Context: an optimization exercise on an open-source flow, tuned for small area and a short achievable clock period. The choices shown serve that exercise and are no tape-out recipe.
RTL that was checked went through simulation tests only; none was proved equivalent to the original.
No driver is modelled on the clock port, so clock power and skew are understated where the tree is cut down; a real chip needs a root buffer or a tree.
Power figures rest on the tool's default switching activity, not on a simulated workload.

==> ember: inputs <==
// alu_top
module alu_top (
	input clk,
	input [31:0] a, b,
	input cin, binv, sel1, sel0,
	output reg [31:0] result,
	output reg co, zero, ovr);
	reg [31:0] a_q, b_q;
	reg cin_q, binv_q, sel1_q, sel0_q;
	wire [31:0] result_d;
	wire co_d, zero_d, ovr_d;
	always @(posedge clk) begin
		a_q <= a;
		b_q <= b;
		cin_q <= cin;
		binv_q <= binv;
		sel1_q <= sel1;
		sel0_q <= sel0;
		result <= result_d;
		co <= co_d;
		zero <= zero_d;
		ovr <= ovr_d;
	end
	DRAP_ALU u_alu (.result(result_d), .co(co_d), .zero(zero_d), .ovr(ovr_d),
		.a(a_q), .b(b_q), .cin(cin_q), .binv(binv_q), .sel1(sel1_q), .sel0(sel0_q));
endmodule
Settings: LEC_CHECK=0, CAP_MARGIN=20, CORE_MARGIN=2, CORE_UTILIZATION=40, SLEW_MARGIN=20, SYNTH_HIERARCHICAL=1; clock period 16.0 ns.
standard.sh (not shown) runs the stock make flow with config.mk's settings and CLKGATE_MAP_FILE= SYNTH_SCRIPT=/design/flow/synth_recipe.tcl, a recipe that flattens the netlist after the stock synthesis.
==> flow/flow/run.sh <==
#!/bin/bash
# Layout flow: the standard ORFS flow (standard.sh, unchanged synthesis) with
#  - every non-sequential cell set to its smallest size right after synthesis, so that
#    the resizer sizes up only what timing needs (flow/downsize.tcl, before floorplan);
#  - port buffers buf_1 on inputs (BUFFER_PORTS_ARGS) and buf_2 on outputs
#    (flow/outbuf.tcl, right after global placement) instead of the default cell;
#  - a one-level clock tree: the clock port drives 4 clock buffers, each driving a
#    cluster of flip-flops (flow/clocktree.tcl, right after CTS);
#  - a setup margin for the resizer's timing repair (the clock and constraints are the standard flow's).
set -euo pipefail
HERE=$(pwd)
source "$HERE/flow/settings.sh"
export PRE_FLOORPLAN_TCL="$HERE/flow/downsize.tcl"
export BUFFER_PORTS_ARGS="-inputs -buffer_cell sky130_fd_sc_hd__buf_1"
export POST_GLOBAL_PLACE_TCL="$HERE/flow/outbuf.tcl"
export POST_CTS_TCL="$HERE/flow/clocktree.tcl"
# timing is repaired after the clock tree is replaced (global route step), not before
export SKIP_CTS_REPAIR_TIMING=1
bash standard.sh > "$HERE/standard_flow.log" 2>&1
==> flow/flow/clocktree.tcl <==
set nbuf 4
if {[info exists ::env(CLK_NBUF)]} { set nbuf $::env(CLK_NBUF) }
set bufcell sky130_fd_sc_hd__clkbuf_16
if {[info exists ::env(CLK_BUFCELL)]} { set bufcell $::env(CLK_BUFCELL) }
set block [ord::get_db_block]
set db [ord::get_db]
set clknet [$block findNet clk]
# walk the tree from the port: collect buffers, nets and flip-flop clock pins
set bufs {}
set nets {}
set sinks {}
set todo [list $clknet]
while {[llength $todo]} {
  set net [lindex $todo 0]
  set todo [lrange $todo 1 end]
  foreach it [$net getITerms] {
    if {![$it isInputSignal]} { continue }
    set inst [$it getInst]
    set m [[$inst getMaster] getName]
    if {[string match "*clkbuf*" $m] || [string match "*__buf_*" $m] || [string match "*clkinv*" $m] || [string match "*__inv_*" $m]} {
      set drives 0
      foreach o [$inst getITerms] {
        if {[$o isOutputSignal] && [$o getNet] ne "NULL"} { set drives 1 }
      }
      if {[string match "*inv*" $m] && $drives} { error "clocktree.tcl: inverter $m in the clock tree" }
      lappend bufs $inst
      foreach o [$inst getITerms] {
        if {[$o isOutputSignal] && [$o getNet] ne "NULL"} { lappend todo [$o getNet]; lappend nets [$o getNet] }
      }
    } else {
      lappend sinks $it
    }
  }
}
puts "clocktree.tcl: [llength $bufs] clock buffers, [llength $sinks] sinks"
foreach it $sinks {
  if {![string match "*dfxtp*" [[[$it getInst] getMaster] getName]]} { error "clocktree.tcl: unexpected clock sink [[$it getInst] getName]" }
}
# remove the old tree
foreach it $sinks { $it disconnect }
foreach inst $bufs { odb::dbInst_destroy $inst }
foreach net $nets { odb::dbNet_destroy $net }
# k-means on sink locations
set pts {}
foreach it $sinks {
  set bb [[$it getInst] getBBox]
  lappend pts [list [expr {([$bb xMin] + [$bb xMax]) / 2.0}] [expr {([$bb yMin] + [$bb yMax]) / 2.0}]]
}
set n [llength $pts]
set cent {}
set sorted [lsort -real -index 0 $pts]
for {set k 0} {$k < $nbuf} {incr k} { lappend cent [lindex $sorted [expr {int(($k + 0.5) * $n / $nbuf)}]] }
for {set iter 0} {$iter < 50} {incr iter} {
  set asg {}
  foreach p $pts {
    set best 0; set bd 1e30
    for {set k 0} {$k < $nbuf} {incr k} {
      set c [lindex $cent $k]
      set d [expr {pow([lindex $p 0] - [lindex $c 0], 2) + pow([lindex $p 1] - [lindex $c 1], 2)}]
      if {$d < $bd} { set bd $d; set best $k }
    }
    lappend asg $best
  }
  set nc {}
  for {set k 0} {$k < $nbuf} {incr k} {
    set sx 0; set sy 0; set c 0
    foreach p $pts a $asg { if {$a == $k} { set sx [expr {$sx + [lindex $p 0]}]; set sy [expr {$sy + [lindex $p 1]}]; incr c } }
    if {$c} { lappend nc [list [expr {$sx / $c}] [expr {$sy / $c}]] } else { lappend nc [lindex $cent $k] }
  }
  set cent $nc
}
set master [$db findMaster $bufcell]
for {set k 0} {$k < $nbuf} {incr k} {
  set inst [odb::dbInst_create $block $master "clkbuf_flat_$k"]
  set net [odb::dbNet_create $block "clknet_flat_$k"]
  $net setSigType CLOCK
  [$inst findITerm A] connect $clknet
  [$inst findITerm X] connect $net
  set c [lindex $cent $k]
  $inst setLocation [expr {int([lindex $c 0])}] [expr {int([lindex $c 1])}]
  $inst setPlacementStatus PLACED
  set cnt 0
  foreach it $sinks a $asg { if {$a == $k} { $it connect $net; incr cnt } }
  puts "clocktree.tcl: buffer $k at [lindex $c 0] [lindex $c 1] drives $cnt flip-flops"
}
detailed_placement
check_placement -verbose
estimate_parasitics -placement
report_clock_skew
report_worst_slack -max
report_worst_slack -min
==> flow/flow/outbuf.tcl <==
# Buffer every output port (the inputs were buffered just before global placement).
buffer_ports -outputs -buffer_cell sky130_fd_sc_hd__buf_2
==> flow/flow/settings.sh <==
export SETUP_SLACK_MARGIN=12.0
Other scripts of this flow, unchanged in this note and not shown: flow/flow/downsize.tcl
==> inputs of harbor, as changes to ember <==
--- a/flow/flow/clocktree.tcl
+++ b/flow/flow/clocktree.tcl
@@ -24,12 +24,18 @@
       }
       if {[string match "*inv*" $m] && $drives} { error "clocktree.tcl: inverter $m in the clock tree" }
       lappend bufs $inst
       foreach o [$inst getITerms] {
         if {[$o isOutputSignal] && [$o getNet] ne "NULL"} { lappend todo [$o getNet]; lappend nets [$o getNet] }
       }
+    } elseif {![string match "*dfxtp*" $m] && [string match "clkload*" [$inst getName]]} {
+      # a dummy load that CTS added for balancing: its output drives nothing
+      foreach o [$inst getITerms] {
+        if {[$o isOutputSignal] && [$o getNet] ne "NULL"} { error "clocktree.tcl: clock load [$inst getName] drives a net" }
+      }
+      lappend bufs $inst
     } else {
       lappend sinks $it
     }
   }
 }
 puts "clocktree.tcl: [llength $bufs] clock buffers, [llength $sinks] sinks"
==> flow/flow/outbuf.tcl (replaced) <==
# Buffer every output port (the inputs were buffered just before global placement).
set cell sky130_fd_sc_hd__buf_2
if {[info exists ::env(OUTBUF_CELL)]} { set cell $::env(OUTBUF_CELL) }
buffer_ports -outputs -buffer_cell $cell
==> flow/flow/settings.sh (replaced) <==
export SETUP_SLACK_MARGIN=11.8
export CLK_NBUF=3
==> inputs of delta, as changes to ember <==
--- a/flow/design.v
+++ b/flow/design.v
@@ -292,13 +292,18 @@
 alu_nor2 u_nt31 (nt31, g[31], p[31]);
 wire gn31, pn31;
 alu_inv u_gn31 (gn31, g[31]);
 alu_inv u_pn31 (pn31, p[31]);
 alu_oai21 u_co (co, gn31, pn31, G57);
 alu_mux2 u_ov (ovr, nt31, g[31], G57);
-alu_zero32 u_zero (zero, result);
+wire zsn, zl, zln, en;
+alu_nand32 u_zs (zsn, sumn);           
+alu_and32 u_zl (zl, lgn);              
+alu_inv u_zln (zln, zl);
+alu_mux2 u_en (en, zln, sum31, isslt);   
+alu_mux2i u_z (zero, en, zsn, isadd);
 endmodule
 module alu_dec (output isadd, isslt, nisadd, nsel1, sor, input sel1, sel0);
 assign isadd = sel1 & ~sel0;
 assign isslt = sel1 & sel0;
 assign nisadd = ~sel1 | sel0;
 assign nsel1 = ~sel1;
@@ -344,9 +349,29 @@
 module alu_ao221 (output y, input a1, a2, b1, b2, c1);
 assign y = (a1 & a2) | (b1 & b2) | c1;
 endmodule
 module alu_mux2 (output y, input d0, d1, s);
 assign y = s ? d1 : d0;
 endmodule
-module alu_zero32 (output z, input [31:0] r);
-assign z = ~|r;
+module alu_mux2i (output y, input d0, d1, s);
+assign y = ~(s ? d1 : d0);
+endmodule
+module alu_and32 (output z, input [31:0] r);
+assign z = &r;
+endmodule
+module alu_nand32 (output z, input [31:0] r);
+wire [15:0] l1;
+wire [7:0] l2;
+wire [3:0] l3;
+wire [1:0] l4;
+alu_tnand2 u_l1 [15:0] (l1, r[31:16], r[15:0]);
+alu_tnor2 u_l2 [7:0] (l2, l1[15:8], l1[7:0]);
+alu_tnand2 u_l3 [3:0] (l3, l2[7:4], l2[3:0]);
+alu_tnor2 u_l4 [1:0] (l4, l3[3:2], l3[1:0]);
+alu_tnand2 u_l5 (z, l4[1], l4[0]);
+endmodule
+module alu_tnand2 (output y, input a, b);
+assign y = ~(a & b);
+endmodule
+module alu_tnor2 (output y, input a, b);
+assign y = ~(a | b);
 endmodule
==> inputs of fjord, as changes to ember <==
--- a/flow/flow/clocktree.tcl
+++ b/flow/flow/clocktree.tcl
@@ -24,12 +24,18 @@
       }
       if {[string match "*inv*" $m] && $drives} { error "clocktree.tcl: inverter $m in the clock tree" }
       lappend bufs $inst
       foreach o [$inst getITerms] {
         if {[$o isOutputSignal] && [$o getNet] ne "NULL"} { lappend todo [$o getNet]; lappend nets [$o getNet] }
       }
+    } elseif {![string match "*dfxtp*" $m] && [string match "clkload*" [$inst getName]]} {
+      # a dummy load that CTS added for balancing: its output drives nothing
+      foreach o [$inst getITerms] {
+        if {[$o isOutputSignal] && [$o getNet] ne "NULL"} { error "clocktree.tcl: clock load [$inst getName] drives a net" }
+      }
+      lappend bufs $inst
     } else {
       lappend sinks $it
     }
   }
 }
 puts "clocktree.tcl: [llength $bufs] clock buffers, [llength $sinks] sinks"
==> flow/flow/settings.sh (replaced) <==
export SETUP_SLACK_MARGIN=11.5
==> run notes <==
minimum clock period 4.005 ns; Setup CP Type reg -> reg; Pre-antenna DRT Iters 4; crit path capture type register; Multi-input gate area roughly 0.0019 mm²; FF-to-FF path depth 17; metal2 WL 4070 µm; outcome finished clean; share of post-route cells with drive strength above 1 9.221%
-- figures above: fjord

==> run notes <==
Crit-path slowest cell dfxtp_1; Setup CP Type reg -> out; Pwr Density 110.7 mW/mm²; FF-to-FF path depth 17; crit path capture type output pin; metal2 WL 4082 µm; initial core utilization between 40 and 50%; Pre-antenna DRT Iters 4; minimum clock period a little under 4 ns; Pwr top sequential cells; nets 590; worst min-delay path category reg -> reg; outcome finished clean; RSZ-0062 raised after global routing false; Largest cell class flip-flops and latches; Multi-input gate area 0.001879 mm²
-- figures above: harbor

==> run notes <==
Exit stage clock tree synthesis (4_1_cts); Vert. Die Dim 105.5 µm; Err Error: cts.tcl, 90 clocktree.tcl: unexpected clock sink clkload0; # rows 37; IO Pins ~100; dpl hpwl 7058 µm; synth warn 7; outcome did not finish; Gate Count Post-Synth approximately 400; pre-CTS setup slack approximately 12 ns; dpl cell area roughly 0.0047 mm²; syn_nets 513; Die Wd 105.5 µm; Inst Count DP about 650; Port Buf Inserts 103
-- figures above: delta

==> run notes <==
outcome finished clean; crit path capture type output pin; minimum clock period 3.870 ns; reported max-cap violation count 0; Worst Clk Skew about 0.022 ns; combinational power share between 20% and 30%; final wirelength 8552 µm; Multi-input gate area 0.001883 mm²; hold path depth 3; metal2 WL between 3000 and 4000 µm; Setup CP Type reg -> out; Pre-antenna DRT Iters 4; share of post-route cells with drive strength above 1 9.856%; Final Worst Setup Slack 12.13 ns
-- figures above: ember

No functional check of the RTL was part of delta. The clock cells of ember, harbor and fjord come from the design's own scripts or RTL, not from TritonCTS.

==> static timing again, ports no longer ideal <==
The results above use ideal ports. As a check the final layouts listed here were re-extracted and re-timed, cells and wires unchanged.
Step 1 assumes that a clkbuf_16 drives the clock port and a buf_2 every other input.
Step 2, shift: input delay + t, output delay - t, t = (earliest + latest rising clock arrival at the registers) / 2. This alone moves slack from input paths to output paths.
a / b / c = ideal / step 1 / step 2; a / b = the first two.
| run | t, ns | slack for setup (ns) | worst hold slack (ns) | clock arrival spread, ns | slew at the worst register clock pin (ns) |
|---|---|---|---|---|---|
| ember | 0.234 | 12.130 / 12.050 / 12.284 | 0.682 / 0.682 / 0.682 | 0.024 / 0.023 | 0.11 / 0.11 |
| harbor | 0.238 | 12.134 / 12.067 / 12.220 | 0.700 / 0.700 / 0.700 | 0.024 / 0.024 | 0.12 / 0.12 |
| fjord | 0.234 | 11.995 / 11.995 / 11.995 | 0.687 / 0.687 / 0.687 | 0.017 / 0.018 | 0.10 / 0.10 |
After both steps every run listed still meets setup and hold.
